Source: an optimization exercise on an open RTL-to-GDS flow (aim: small area, a short achievable clock period and few clock cycles per item). Production flows keep margins and buffers that such runs may drop.
RTL that was checked went through simulation tests only; none was proved equivalent to the original.

Setup of the baseline:
==> flow/design.v <==
module w_machine (
    input wire clk,
    input wire start,
    input wire [5:0] cnt,
    input wire [511:0] block,
    input wire [31:0] h3,
    input wire [31:0] h4,
    output wire [63:0] w2);
reg [511:0] win;     
reg [7:1] sel_blk;
reg sel_h, sel_exp;
wire [31:0] w0  = win[511:480];
wire [31:0] w1  = win[479:448];
wire [31:0] w2_ = win[447:416];
wire [31:0] w3  = win[415:384];
wire [31:0] w8  = win[255:224];
wire [31:0] w9  = win[223:192];
wire [31:0] w13 = win[95:64];
wire [31:0] w14 = win[63:32];
wire [31:0] xa = w13 ^ w8 ^ w2_ ^ w0;
wire [31:0] xb = w14 ^ w9 ^ w3 ^ w1;
wire [63:0] expanded = {xa[30:0], xa[31], xb[30:0], xb[31]};
reg [63:0] picked;
integer p;
always @(*) begin
    picked = ({64{sel_h}} & {h4, h3}) | ({64{sel_exp}} & expanded);
    for (p = 1; p < 8; p = p + 1)
        picked = picked | ({64{sel_blk[p]}} & block[511 - 64*p -: 64]);
end
wire [63:0] w_in = start ? block[511:448] : picked;
assign w2 = win[63:0];
wire [5:0] n = start ? 6'd0 : cnt + 6'd1;
always @(posedge clk) begin
    win <= {win[447:0], w_in};
    for (p = 1; p < 8; p = p + 1)
        sel_blk[p] <= (n + 6'd1 == p);
    sel_h <= (n == 6'd39);
    sel_exp <= (n >= 6'd7) && (n != 6'd39);
end
endmodule
module sha1_gp (
    input wire g1, p1, g0, p0,
    output wire g, p);
assign g = g1 | (p1 & g0);
assign p = p1 & p0;
endmodule
module sha1_g (
    input wire g1, p1, g0,
    output wire g);
assign g = g1 | (p1 & g0);
endmodule
module sha1_add2 (
    input wire [31:0] x,
    input wire [31:0] y,
    output wire [31:0] s);
wire [31:0] g [0:5];
wire [31:0] p [0:5];
assign g[0] = x & y;
assign p[0] = x ^ y;
genvar l, i;
generate
    for (l = 0; l < 5; l = l + 1) begin : lvl
        for (i = 0; i < 32; i = i + 1) begin : bt
            if (((i >> l) & 1) == 1) begin : node
                localparam integer J = ((i >> l) << l) - 1;
                if ((i >> (l + 1)) == 0) begin : gonly
                    sha1_g n (.g1(g[l][i]), .p1(p[l][i]), .g0(g[l][J]), .g(g[l+1][i]));
                    assign p[l+1][i] = 1'b0;
                end else begin : gp
                    sha1_gp n (.g1(g[l][i]), .p1(p[l][i]), .g0(g[l][J]), .p0(p[l][J]),
                               .g(g[l+1][i]), .p(p[l+1][i]));
                end
            end else begin : pass
                assign g[l+1][i] = g[l][i];
                assign p[l+1][i] = p[l][i];
            end
        end
    end
endgenerate
assign s = p[0] ^ {g[5][30:0], 1'b0};
endmodule
module sha1_add2s (
    input wire [31:0] x,
    input wire [31:0] y,
    output wire [31:0] s);
wire [31:0] ug [0:5];
wire [31:0] up [0:5];
assign ug[0] = x & y;
assign up[0] = x ^ y;
genvar l, i;
generate
    for (l = 0; l < 5; l = l + 1) begin : upl
        for (i = 0; i < 32; i = i + 1) begin : bt
            if ((i % (2 << l)) == (2 << l) - 1) begin : node
                if (i == (2 << l) - 1) begin : gonly
                    sha1_g n (.g1(ug[l][i]), .p1(up[l][i]), .g0(ug[l][i - (1 << l)]),
                              .g(ug[l+1][i]));
                    assign up[l+1][i] = 1'b0;
                end else begin : gp
                    sha1_gp n (.g1(ug[l][i]), .p1(up[l][i]), .g0(ug[l][i - (1 << l)]),
                               .p0(up[l][i - (1 << l)]), .g(ug[l+1][i]), .p(up[l+1][i]));
                end
            end else begin : pass
                assign ug[l+1][i] = ug[l][i];
                assign up[l+1][i] = up[l][i];
            end
        end
    end
endgenerate
wire [31:0] cg [0:4];
assign cg[4] = ug[5];
generate
    for (l = 3; l >= 0; l = l - 1) begin : dnl
        for (i = 0; i < 32; i = i + 1) begin : bt
            if (i >= (2 << l) && (i % (2 << l)) == (1 << l) - 1) begin : node
                sha1_g n (.g1(cg[l+1][i]), .p1(up[l+1][i]), .g0(cg[l+1][i - (1 << l)]),
                          .g(cg[l][i]));
            end else begin : pass
                assign cg[l][i] = cg[l+1][i];
            end
        end
    end
endgenerate
assign s = up[0] ^ {cg[0][30:0], 1'b0};
endmodule
module sha1_add3 (
    input wire [31:0] x,
    input wire [31:0] y,
    input wire [31:0] z,
    output wire [31:0] s);
wire [31:0] cs_s = x ^ y ^ z;
wire [31:0] cs_c = (x & y) | (x & z) | (y & z);
sha1_add2 add (.x(cs_s), .y({cs_c[30:0], 1'b0}), .s(s));
endmodule
module sha1_add4 (
    input wire [31:0] x,
    input wire [31:0] y,
    input wire [31:0] z,
    input wire [31:0] w,
    output wire [31:0] s);
wire [31:0] cs_s = x ^ y ^ z;
wire [31:0] cs_c = (x & y) | (x & z) | (y & z);
sha1_add3 add (.x(cs_s), .y({cs_c[30:0], 1'b0}), .z(w), .s(s));
endmodule
module sha1_add3s (
    input wire [31:0] x,
    input wire [31:0] y,
    input wire [31:0] z,
    output wire [31:0] s);
wire [31:0] cs_s = x ^ y ^ z;
wire [31:0] cs_c = (x & y) | (x & z) | (y & z);
sha1_add2s add (.x(cs_s), .y({cs_c[30:0], 1'b0}), .s(s));
endmodule
module sha1_f (
    input wire ch,
    input wire maj,
    input wire [31:0] p,
    input wire [31:0] q,
    input wire [31:0] r,
    output wire [31:0] f);
assign f = ch  ? ((p & q) | (~p & r)) :
           maj ? ((p & q) | (p & r) | (q & r)) :
                 (p ^ q ^ r);
endmodule
module sha1_round (
    input wire [31:0] a,
    input wire [31:0] b,
    input wire [31:0] c,
    input wire [31:0] fr,
    input wire [31:0] x,
    input wire [31:0] y,
    input wire f_ch,
    input wire f_maj,
    output wire [31:0] t1,
    output wire [31:0] t2);
wire [31:0] f2, z;
sha1_add3 add_t1 (.x({a[26:0], a[31:27]}), .y(fr), .z(x), .s(t1));
sha1_f f_2 (.ch(f_ch), .maj(f_maj), .p(a), .q({b[1:0], b[31:2]}), .r(c), .f(f2));
sha1_add2 add_z (.x(f2), .y(y), .s(z));
sha1_add2 add_t2 (.x({t1[26:0], t1[31:27]}), .y(z), .s(t2));
endmodule
module sha1_block (
    input wire clk,
    input wire start,
    input wire [159:0] context_in,
    input wire [511:0] block,
    output wire done,
    output wire [159:0] context_out);
wire [31:0] h0 = context_in[159:128];
wire [31:0] h1 = context_in[127:96];
wire [31:0] h2 = context_in[95:64];
wire [31:0] h3 = context_in[63:32];
wire [31:0] h4 = context_in[31:0];
reg [5:0] cnt;
reg [31:0] a, b, c;
reg [31:0] fr;          
reg [31:0] x, y;        
reg f_ch, f_maj;        
reg [1:0] kidx;         
reg prep;               
reg pre_last;           
reg last;               
assign done = (cnt == 6'd41);
assign context_out = {a, b, c, y, x};
wire [63:0] w2;
w_machine w_machine (
    .clk(clk), .start(start), .cnt(cnt), .block(block), .h3(h3), .h4(h4),
    .w2(w2));
wire [31:0] k = (kidx == 2'd0) ? 32'h5A827999 :
                (kidx == 2'd1) ? 32'h6ED9EBA1 :
                (kidx == 2'd2) ? 32'h8F1BBCDC : 32'hCA62C1D6;
wire [31:0] kg = last ? 32'd0 : k;
wire f_ch_next = (cnt <= 6'd9);
wire f_maj_next = (cnt >= 6'd20) && (cnt <= 6'd29);
wire [31:0] t1, t2;
sha1_round sha1_round (
    .a(a), .b(b), .c(c), .fr(fr), .x(x), .y(y),
    .f_ch(f_ch), .f_maj(f_maj),
    .t1(t1), .t2(t2));
wire [31:0] b30 = {b[1:0], b[31:2]};
wire [31:0] a30 = {a[1:0], a[31:2]};
wire [31:0] fr_next;
sha1_f f_1 (.ch(f_ch_next), .maj(f_maj_next), .p(prep ? h1 : t1), .q(a30), .r(b30),
            .f(fr_next));
wire [31:0] x_next, y_next, b_next, c_next;
sha1_add3s add_x (.x(c), .y(kg), .z(w2[63:32]), .s(x_next));
sha1_add4 add_y (.x(b30), .y(kg), .z(w2[31:0]), .w(pre_last ? h0 : 32'd0),
                 .s(y_next));
sha1_add2 add_b (.x(t1), .y(last ? h1 : 32'd0), .s(b_next));
sha1_add2 add_c (.x(a30), .y(last ? h2 : 32'd0), .s(c_next));
always @(posedge clk) begin
    x <= x_next;
    y <= y_next;
    fr <= fr_next;
    f_ch <= f_ch_next;
    f_maj <= f_maj_next;
    prep <= start;
    pre_last <= !start && (cnt == 6'd38);
    last <= !start && (cnt == 6'd39);
    kidx <= start ? 2'd0 :
            (cnt <= 6'd8)  ? 2'd0 :
            (cnt <= 6'd18) ? 2'd1 :
            (cnt <= 6'd28) ? 2'd2 : 2'd3;
    if (start) begin
        cnt <= 6'd0;
        a <= {h2[29:0], h2[31:30]};
        b <= {h3[29:0], h3[31:30]};
        c <= h4;
    end else begin
        cnt <= cnt + 6'd1;
        a <= prep ? h0 : t2;
        b <= prep ? h1 : b_next;
        c <= c_next;
    end
end
endmodule
export LEC_CHECK = 0
export CAP_MARGIN = 20
export CORE_MARGIN = 2
export CORE_UTILIZATION = 40
export CTS_CLUSTER_DIAMETER = 100
export CTS_CLUSTER_SIZE = 20
export PLACE_DENSITY = 0.6
export SETUP_SLACK_MARGIN = 5
export SLEW_MARGIN = 20
export SYNTH_HIERARCHICAL = 1
create_clock -name core_clock -period 10.0 [get_ports {clk}]
standard.sh (not shown) runs the stock make flow with config.mk's settings and CLKGATE_MAP_FILE= SYNTH_SCRIPT=/design/flow/synth_recipe.tcl, a recipe that flattens the netlist after the stock synthesis.
==> flow/flow/run.sh <==
#!/bin/bash
# Layout flow: the standard layout (standard.sh), unchanged except that
# the port buffers that global placement inserts are the smallest buffer
# cell, sky130_fd_sc_hd__buf_1, instead of the default pick.  Every input and
# output port still gets its own buffer; resizing may upsize them later.
set -euo pipefail
export BUFFER_PORTS_ARGS="-buffer_cell sky130_fd_sc_hd__buf_1"
bash standard.sh finish > standard_flow.log 2>&1
Testbench counts of the baseline, summed over its fixed seeds: cycles 16,128, items 384.
The following lists how the candidate was set up differently from the baseline:
==> flow/design.v, changed modules only <==
module w_machine (
    input wire clk,
    input wire start,
    input wire [5:0] cnt,
    input wire [511:0] block,
    input wire [31:0] h3,
    input wire [31:0] h4,
    output wire [63:0] w2);
reg [511:0] win;     
reg [7:1] sel_blk;
reg sel_h, sel_exp;
wire [31:0] w0  = win[511:480];
wire [31:0] w1  = win[479:448];
wire [31:0] w2_ = win[447:416];
wire [31:0] w3  = win[415:384];
wire [31:0] w8  = win[255:224];
wire [31:0] w9  = win[223:192];
wire [31:0] w13 = win[95:64];
wire [31:0] w14 = win[63:32];
wire [31:0] xa = w13 ^ w8 ^ w2_ ^ w0;
wire [31:0] xb = w14 ^ w9 ^ w3 ^ w1;
wire [63:0] expanded = {xa[30:0], xa[31], xb[30:0], xb[31]};
reg [63:0] picked;
integer p;
always @(*) begin
    picked = ({64{sel_h}} & {h4, h3}) | ({64{sel_exp}} & expanded);
    for (p = 1; p < 8; p = p + 1)
        picked = picked | ({64{sel_blk[p]}} & block[511 - 64*p -: 64]);
end
assign w2 = start ? block[511:448] : picked;
wire [5:0] n = start ? 6'd1 : cnt + 6'd1;
always @(posedge clk) begin
    win <= {win[447:0], w2};
    for (p = 1; p < 8; p = p + 1)
        sel_blk[p] <= (n == p);
    sel_h <= (n == 6'd40);
    sel_exp <= (n >= 6'd8) && (n != 6'd40);
end
endmodule
module sha1_block (
    input wire clk,
    input wire start,
    input wire [159:0] context_in,
    input wire [511:0] block,
    output wire done,
    output wire [159:0] context_out);
wire [31:0] h0 = context_in[159:128];
wire [31:0] h1 = context_in[127:96];
wire [31:0] h2 = context_in[95:64];
wire [31:0] h3 = context_in[63:32];
wire [31:0] h4 = context_in[31:0];
reg [5:0] cnt;
reg [31:0] a, b, c;
reg [31:0] fr;          
reg [31:0] x, y;        
reg f_ch, f_maj;        
reg [1:0] kidx;         
reg pre_last;           
reg last;               
assign done = (cnt == 6'd41);
assign context_out = {a, b, c, y, x};
wire [63:0] w2;
w_machine w_machine (
    .clk(clk), .start(start), .cnt(cnt), .block(block), .h3(h3), .h4(h4),
    .w2(w2));
wire [31:0] k = (kidx == 2'd0) ? 32'h5A827999 :
                (kidx == 2'd1) ? 32'h6ED9EBA1 :
                (kidx == 2'd2) ? 32'h8F1BBCDC : 32'hCA62C1D6;
wire [31:0] kg = start ? 32'h5A827999 : last ? 32'd0 : k;
wire f_ch_next = start || (cnt <= 6'd9);
wire f_maj_next = !start && (cnt >= 6'd20) && (cnt <= 6'd29);
wire [31:0] t1, t2;
sha1_round sha1_round (
    .a(a), .b(b), .c(c), .fr(fr), .x(x), .y(y),
    .f_ch(f_ch), .f_maj(f_maj),
    .t1(t1), .t2(t2));
wire [31:0] b30 = {b[1:0], b[31:2]};
wire [31:0] a30 = {a[1:0], a[31:2]};
wire [31:0] nb = start ? h1 : t1;
wire [31:0] nc = start ? h2 : a30;
wire [31:0] nd = start ? h3 : b30;
wire [31:0] fr_next;
sha1_f f_1 (.ch(f_ch_next), .maj(f_maj_next), .p(nb), .q(nc), .r(nd), .f(fr_next));
wire [31:0] x_next, y_next, b_next, c_next;
sha1_add3s add_x (.x(start ? h4 : c), .y(kg), .z(w2[63:32]), .s(x_next));
sha1_add4 add_y (.x(nd), .y(kg), .z(w2[31:0]), .w(pre_last ? h0 : 32'd0),
                 .s(y_next));
sha1_add2 add_b (.x(t1), .y(last ? h1 : 32'd0), .s(b_next));
sha1_add2 add_c (.x(a30), .y(last ? h2 : 32'd0), .s(c_next));
always @(posedge clk) begin
    x <= x_next;
    y <= y_next;
    fr <= fr_next;
    f_ch <= f_ch_next;
    f_maj <= f_maj_next;
    pre_last <= !start && (cnt == 6'd38);
    last <= !start && (cnt == 6'd39);
    kidx <= start ? 2'd0 :
            (cnt <= 6'd8)  ? 2'd0 :
            (cnt <= 6'd18) ? 2'd1 :
            (cnt <= 6'd28) ? 2'd2 : 2'd3;
    if (start) begin
        cnt <= 6'd1;
        a <= h0;
        b <= h1;
        c <= h2;
    end else begin
        cnt <= cnt + 6'd1;
        a <= t2;
        b <= b_next;
        c <= c_next;
    end
end
endmodule
==> comparison <==
The detailed-route wire length in the candidate sits 3.3% below the value recorded for the baseline.
Between the candidate and the baseline, the synthesized area figures differ only marginally.
The candidate and the baseline ended up with nearly the same clock skew.
[compare] base=the baseline new=the candidate: fill cell total of the finished layout shrank by about 3.4%, synthesized cell count grew by 87, total number of vias grew by 795, clock-buffer cell count shrank by 3, wire length of the first global-routing pass shrank by about 3.3%.
For the candidate, only the layout was checked, not whether the RTL still works.

-- static timing again, ports no longer ideal --
No port has a modelled driver above. Below, the same layouts with a new extraction and two added sets of constraints. Step 1 sets driving cells, clkbuf_16 on the clock port and buf_2 on the other inputs (assumed; they add their load-dependent delay and slew). Step 2 also shifts input and output timing later by t, the mid clock arrival at the registers, as if the neighbouring blocks saw the same clock. Three values: ideal ports, drivers, drivers and shift; two values: the first two.
run | t (ns) | setup slack, ns | latest minus earliest clock arrival (ns) | slew at the worst register clock pin (ns)
the baseline | 0.690 | 5.106 / 5.106 / 5.022 | 0.048 / 0.048 | 0.10 / 0.10
the candidate | 0.686 | 4.738 / 4.539 / 3.853 | 0.047 / 0.046 | 0.10 / 0.10
After both steps every run listed still meets setup and hold. For the candidate, which loses most, drivers alone change the setup slack by -0.199 ns; drivers and shift together by -0.885 ns.
